This design comes from an exercise in tuning for small area, a short achievable clock period and few clock cycles per item on the open sky130 flow, not from production work.
In this exercise RTL edits were held to simulation tests only and were not proved equivalent to the original.

==> flow/design.v (excerpt) <==
module unsignedDiv #(parameter N = 32)
                    (input valid, CLK, RST,
                     input [N-1:0] divisor, dividend,
                     output reg ready,
                     output [N-1:0] quotient, remainder);
    localparam CW = $clog2(N);
    reg run;                 
    reg [N-1:0] R, Q, D;
    reg [CW-1:0] cnt, la;
    assign quotient  = Q;
    assign remainder = R;
    function automatic [CW-1:0] lzc(input [N-1:0] x);
        reg [N-1:0] v;
        integer s;
        begin
            v = x;
            for (s = CW - 1; s >= 0; s = s - 1) begin
                lzc[s] = ~|(v >> (N - (1 << s)));
                if (lzc[s]) v = v << (1 << s);
            end
        end
    endfunction
    wire [CW:0] diff = {1'b0, cnt} - {1'b0, la};
    wire quick = diff[CW] | Q[0];
    function automatic [N:0] psub(input [N-1:0] a, input [N-1:0] b);
        reg [N-1:0] p, g, G, P;
        integer l, i;
        begin
            p = a ^ ~b;
            g = a & ~b;
            G = g; P = p;
            G[0] = g[0] | p[0];      
            for (l = 0; (1 << l) < N; l = l + 1)
                for (i = 0; i < N; i = i + 1)
                    if ((i >> l) & 1) begin
                        G[i] = G[i] | (P[i] & G[((i >> l) << l) - 1]);
                        P[i] = P[i] & P[((i >> l) << l) - 1];
                    end
            psub[N] = G[N-1];                        
            psub[N-1:0] = p ^ {G[N-2:0], 1'b1};
        end
    endfunction
    wire [N:0] sub = psub(R, D);
    wire ge = sub[N];
    always @(posedge CLK or posedge RST) begin
        if (RST) begin
            ready <= 1'b1;
            run <= 1'b0;
            R <= 0;
            Q <= 0;
        end else if (ready) begin
            if (valid) begin
                ready <= 1'b0;
                run <= 1'b0;
                R <= dividend;
                Q <= {N{~|divisor}};
            end
        end else if (!run) begin
            if (quick) ready <= 1'b1;
  ...
Settings: LEC_CHECK=0, ABC_AREA=1, CAP_MARGIN=0, CORE_MARGIN=2, CORE_UTILIZATION=70, SETUP_SLACK_MARGIN=0.7, SLEW_MARGIN=0; clock period 3.5 ns.
standard.sh (not shown) runs the stock make flow with config.mk's settings and CLKGATE_MAP_FILE= SYNTH_SCRIPT=/design/flow/synth_recipe.tcl, a recipe that flattens the netlist after the stock synthesis.
==> flow/flow/run.sh <==
#!/bin/bash
set -euo pipefail
export BUFFER_PORTS_ARGS="-buffer_cell sky130_fd_sc_hd__buf_1"
bash standard.sh finish > standard_flow.log 2>&1
The starting point went through all stages and came out clean.
Testbench counts at the start, summed over its fixed seeds: cycles 19,213, items 2,400.
Then changed:
--- a/flow/config.mk
+++ b/flow/config.mk
@@ -10,4 +10,4 @@
 export CORE_MARGIN = 2
-export CORE_UTILIZATION = 70
-export SETUP_SLACK_MARGIN = 0.7
+export CORE_UTILIZATION = 65
+export SETUP_SLACK_MARGIN = 0.8
 export SLEW_MARGIN = 0
=> The changed run finished clean; sequential cell count stays the same; setup slack gets better by 0.19 ns; routed wire length went down by a few percent.
Then changed:
--- a/flow/config.mk
+++ b/flow/config.mk
@@ -10,3 +10,3 @@
 export CORE_MARGIN = 2
-export CORE_UTILIZATION = 65
+export CORE_UTILIZATION = 60
 export SETUP_SLACK_MARGIN = 0.8
Effect: The new run finished clean. Setup slack gets worse by 0.088 ns. Wire length drops by about 0.6%. Global-route usage drops by 3.3 points.
Then changed:
--- a/flow/config.mk
+++ b/flow/config.mk
@@ -10,3 +10,3 @@
 export CORE_MARGIN = 2
-export CORE_UTILIZATION = 60
+export CORE_UTILIZATION = 70
 export SETUP_SLACK_MARGIN = 0.8
=> Wire length rises by 6.4%; area after synthesis stays the same; worst setup slack gains 0.011 ns.
Then changed:
--- a/flow/config.mk
+++ b/flow/config.mk
@@ -11,3 +11,3 @@
 export CORE_UTILIZATION = 70
-export SETUP_SLACK_MARGIN = 0.8
+export SETUP_SLACK_MARGIN = 0.55
 export SLEW_MARGIN = 0
=> Via count drops by a few percent; wire length goes down by a little under a tenth; global-route usage shrinks by 2.1 points; final cell count is unchanged; setup slack degrades by 0.11 ns; utilization went down by 1.5 points; hold slack gets better by 0.051 ns.

* * *

unsignedDiv, a different RTL version from the one above (not shown whole).
Size: about 110 flip-flops, roughly 130 I/O pins, roughly 8900 sq um of cells after synthesis.
Settings: LEC_CHECK=0, CAP_MARGIN=20, CORE_MARGIN=2, CORE_UTILIZATION=40, SETUP_SLACK_MARGIN=1.5, SLEW_MARGIN=20; clock period 3.5 ns.
run.sh (not shown) runs the stock make flow with config.mk's settings and CLKGATE_MAP_FILE= SYNTH_SCRIPT=/design/flow/synth_recipe.tcl, a recipe that flattens the netlist after the stock synthesis.
Stock flow here: none of the scripts above is used.
The baseline ran to the end with no violations.
Testbench counts at the start, summed over its fixed seeds: cycles 19,213, items 2,400.
Next try:
--- a/flow/config.mk
+++ b/flow/config.mk
@@ -11 +10,0 @@
-export SETUP_SLACK_MARGIN = 1.5
Synthesized area stays the same.
Setup slack loses 250 ps.
Wire length fell by about a fifth.

* * *

unsignedDiv, a different RTL version from the one above (not shown whole).
For scale: roughly 1400 cells after synthesis, ~130 I/O pins, roughly 0.0090 mm^2 of cells after synthesis.
==> flow/config.mk <==
export PLATFORM = sky130hd
export DESIGN_NAME = unsignedDiv
export DESIGN_NICKNAME = unsignedDiv
export VERILOG_FILES = /design/flow/design.v
export SDC_FILE = /design/flow/constraint.sdc
export NUM_CORES = 4
export LEC_CHECK = 0
export ABC_AREA = 1
export CAP_MARGIN = 0
export CORE_MARGIN = 2
export CORE_UTILIZATION = 70
export CTS_BUF_LIST = sky130_fd_sc_hd__clkbuf_4 sky130_fd_sc_hd__clkbuf_8
export SLEW_MARGIN = 0
==> flow/constraint.sdc <==
create_clock -name core_clock -period 3.5 [get_ports {CLK}]
set_input_delay 0.7000 -clock core_clock [delete_from_list [all_inputs] [get_ports {CLK}]]
set_output_delay 0.7000 -clock core_clock [all_outputs]
set_load 0.01 [all_outputs]
standard.sh (not shown) runs the stock make flow with config.mk's settings and CLKGATE_MAP_FILE= SYNTH_SCRIPT=/design/flow/synth_recipe.tcl, a recipe that flattens the netlist after the stock synthesis.
Scripts as last shown in full above: flow/flow/run.sh
Testbench counts at the start, summed over its fixed seeds: cycles 19,213, items 2,400.
Edit:
==> flow/run.sh (new file) <==
#!/bin/bash
# synth_recipe.tcl (not shown) runs the flow's synth.tcl, then flattens the netlist and writes it again
# the make line also repeats each setting of config.mk as NAME=value (left out here)
make -C /OpenROAD-flow-scripts/flow DESIGN_CONFIG=/design/flow/config.mk WORK_HOME=/design/flow/orfs CLKGATE_MAP_FILE= SYNTH_SCRIPT=/design/flow/synth_recipe.tcl finish
Settings changed: ABC_AREA 1 to default, CAP_MARGIN 0 to 20, CORE_UTILIZATION 70 to 40, CTS_BUF_LIST sky130_fd_sc_hd__clkbuf_4 sky130_fd_sc_hd__clkbuf_8 to default, SLEW_MARGIN 0 to 20.
removed: flow/flow/run.sh
removed: flow/standard.sh
Routed wire length goes up by 6.2%.
Critical path depth is unchanged.
Cell area climbs by about 11%.
Final cell count goes down by 10%.
Worst setup slack gets worse by 380 ps.
Register-to-register slack gets worse by 380 ps.
Flip-flop and latch count does not change.
Synthesized cell count falls by about 25%.
Die area is higher by 62%.

* * *

## v13
unsignedDiv again, from the RTL that the note above started with.
Design unsignedDiv, start of the top module:
module unsignedDiv #(parameter N = 32)
                    (input valid, CLK, RST,
                     input [N-1:0] divisor, dividend,
                     output reg ready,
                     output [N-1:0] quotient, remainder);
Settings: LEC_CHECK=0, ABC_AREA=1, CAP_MARGIN=0, CORE_MARGIN=2, CORE_UTILIZATION=70, SLEW_MARGIN=0; clock period 3.5 ns.
==> flow/flow/run.sh <==
#!/bin/bash
set -euo pipefail
export BUFFER_PORTS_ARGS="-buffer_cell sky130_fd_sc_hd__buf_1"
bash standard.sh finish > standard_flow.log 2>&1
v13 ended with every stage complete and zero timing, DRC or antenna violations.
Testbench counts of v13, summed over its fixed seeds: cycles 19,213, items 2,400.
For v56, these inputs were changed with respect to v13:
- an added SETUP_SLACK_MARGIN of 0.8
### Flow results
The routed wire length on met3 in v13 is 0.817 times that in v56.
Setup WNS v13 -> v56: better
Diff v13 -> v56: number of stages on the worst setup path decreased by 9 relative to the old numbers, fraction of standard cell area in multi-input logic decreased by 0.92 points relative to the old numbers.
When v56 is set beside v13, its final weighted congestion of routability-driven global placement turns out to be about 2% smaller.
Input-level comparison between v57 and v56:
- changing SETUP_SLACK_MARGIN from 0.8 to 1.5
Notes after the runs:
v56 -> v57: number of synthesized flops with an enable pin delta 0, exact match
For multiplexer share of the synthesized area, v56 and v57 come out practically identical.
In v57, the worst-case setup slack after placement came out 0.092 ns above the value in v56.
v57 did not make it past global routing, where a tool error ended it.
[compare] base=v56 new=v57: post-synthesis sequential element count ~0 delta, placed cell count -about 0.37%, net count after synthesis ~0 delta.
Diff v56 -> v57 | placed cell area | up slightly
From v56 to v57, post-cts hold buffer count did not move at all.

* * *

## P
The RTL this note starts from:
==> flow/design.v <==
`timescale 1ns / 1ps
module unsignedDiv #(parameter N = 32)
                    (input valid, CLK, RST,
                     input [N-1:0] divisor, dividend,
                     output reg ready,
                     output [N-1:0] quotient, remainder);
    localparam CW = $clog2(N);
    localparam S_WAIT = 2'd0, S_SHIFT = 2'd1, S_RUN = 2'd2;
    reg [1:0] st;
    reg [N-1:0] R, Q, D;
    reg [CW-1:0] cnt, la;
    assign quotient  = Q;
    assign remainder = R;
    function automatic [CW-1:0] lzc(input [N-1:0] x);
        reg [N-1:0] v;
        integer s;
        begin
            v = x;
            for (s = CW - 1; s >= 0; s = s - 1) begin
                lzc[s] = ~|(v >> (N - (1 << s)));
                if (lzc[s]) v = v << (1 << s);
            end
        end
    endfunction
    wire [N:0] bt;           
    genvar gi;
    assign bt[N] = 1'b0;
    generate for (gi = N - 1; gi >= 0; gi = gi - 1) begin : g_bt
        assign bt[gi] = bt[gi+1] | divisor[gi];
    end endgenerate
    wire bz = ~bt[0];
    wire quick = bz | ~|(dividend & ~bt[N:1]);
    wire [CW-1:0] diff = cnt - la;
    function automatic [N:0] psub(input [N-1:0] a, input [N-1:0] b);
        reg [N-1:0] p, g, G, P;
        integer l, i;
        begin
            p = a ^ ~b;
            g = a & ~b;
            G = g; P = p;
            G[0] = g[0] | p[0];      
            for (l = 0; (1 << l) < N; l = l + 1)
                for (i = 0; i < N; i = i + 1)
                    if ((i >> l) & 1) begin
                        G[i] = G[i] | (P[i] & G[((i >> l) << l) - 1]);
                        P[i] = P[i] & P[((i >> l) << l) - 1];
                    end
            psub[N] = G[N-1];                        
            psub[N-1:0] = p ^ {G[N-2:0], 1'b1};
        end
    endfunction
    wire [N:0] sub = psub(R, D);
    wire ge = sub[N];
    always @(posedge CLK or posedge RST) begin
        if (RST) begin
            ready <= 1'b1;
            st <= S_WAIT;
            R <= 0;
            Q <= 0;
        end else if (ready) begin
            if (valid) begin
                ready <= 1'b0;
                R <= dividend;
                Q <= {N{bz}};
                st <= quick ? S_WAIT : S_SHIFT;
            end
        end else begin
            case (st)
                S_WAIT: ready <= 1'b1;
                S_SHIFT: st <= S_RUN;
                default: begin
                    if (ge) R <= sub[N-1:0];
                    Q <= {Q[N-2:0], ge};
                    if (cnt == 0) ready <= 1'b1;
                end
            endcase
        end
    end
    always @(posedge CLK) begin
        if (ready) begin
            D <= divisor;
            cnt <= lzc(divisor);
            la <= lzc(dividend);
        end else if (st == S_SHIFT) begin
            D <= D << diff;
            cnt <= diff;
        end else begin
            D <= D >> 1;
            cnt <= cnt - 1'b1;
        end
    end
endmodule
clock: 3.5 ns
lec_check: 0
cap_margin: 20
core_margin: 2
core_utilization: 60
slew_margin: 20
Scripts as last shown in full above: flow/flow/run.sh
In summary, P completed successfully, with a layout that passed the timing, DRC and antenna checks.
Testbench counts of P, summed over its fixed seeds: cycles 19,213, items 2,400.
--- input diff P..Q ---
Settings: an added ABC_AREA of 1.
==> summary.txt <==
- P → Q: global-route wire length before repair now sits higher, floorplan core area now larger, post-route standard cell area excluding fillers moved up, die boundary height picked up an extra about 3%.
- Q against P; number of cells in the design after placement is up by more than 10%.
- Relative to P, complex-gate fraction of the synthesized area has decreased by 9.5 points in Q.
- Q vs P: global-route usage down in Q

==> port drivers added, routing unchanged <==
The results above use ideal ports. As a check the final layouts listed here were re-extracted and re-timed, cells and wires unchanged. Step 1 sets driving cells, clkbuf_16 on the clock port and buf_2 on the other inputs (assumed; they add their load-dependent delay and slew). Step 2 adds t to the input delays and takes it off the output delays; t is the mean of the earliest and latest rising clock arrival at the registers after step 1. Input paths then give back, and output paths get back, about the clock's delay inside the block. a / b / c = ideal / step 1 / step 2; a / b = the first two.
run	t, ns	setup slack, ns	worst data-port slew with drivers (ns)
the first run of note 1	0.415	0.632 / 0.632 / 0.632	0.04
the second run of note 1	0.411	0.823 / 0.823 / 0.685	0.04
the third run of note 1	0.408	0.735 / 0.735 / 0.676	0.04
the fourth run of note 1	0.410	0.746 / 0.746 / 0.550	0.03
the fifth run of note 1	0.402	0.631 / 0.631 / 0.631	0.04
the first run of note 2	0.415	0.368 / 0.380 / -0.035	0.06
the second run of note 2	0.409	0.122 / 0.151 / -0.258	0.05
the first run of note 3	0.441	0.599 / 0.599 / 0.599	0.05
the second run of note 3	0.410	0.221 / 0.221 / -0.078	0.06
v13	0.408	0.586 / 0.586 / 0.586	0.05
v56	0.411	0.780 / 0.780 / 0.491	0.05
P	0.407	0.270 / 0.270 / 0.041	0.06
Q	0.410	0.519 / 0.519 / 0.519	0.06
With both steps, setup timing fails in the first run of note 2, the second run of note 2 and the second run of note 3, where it was met with ideal ports. For the first run of note 2, which loses most, drivers alone change the setup slack by +0.012 ns; drivers and shift together by -0.403 ns.
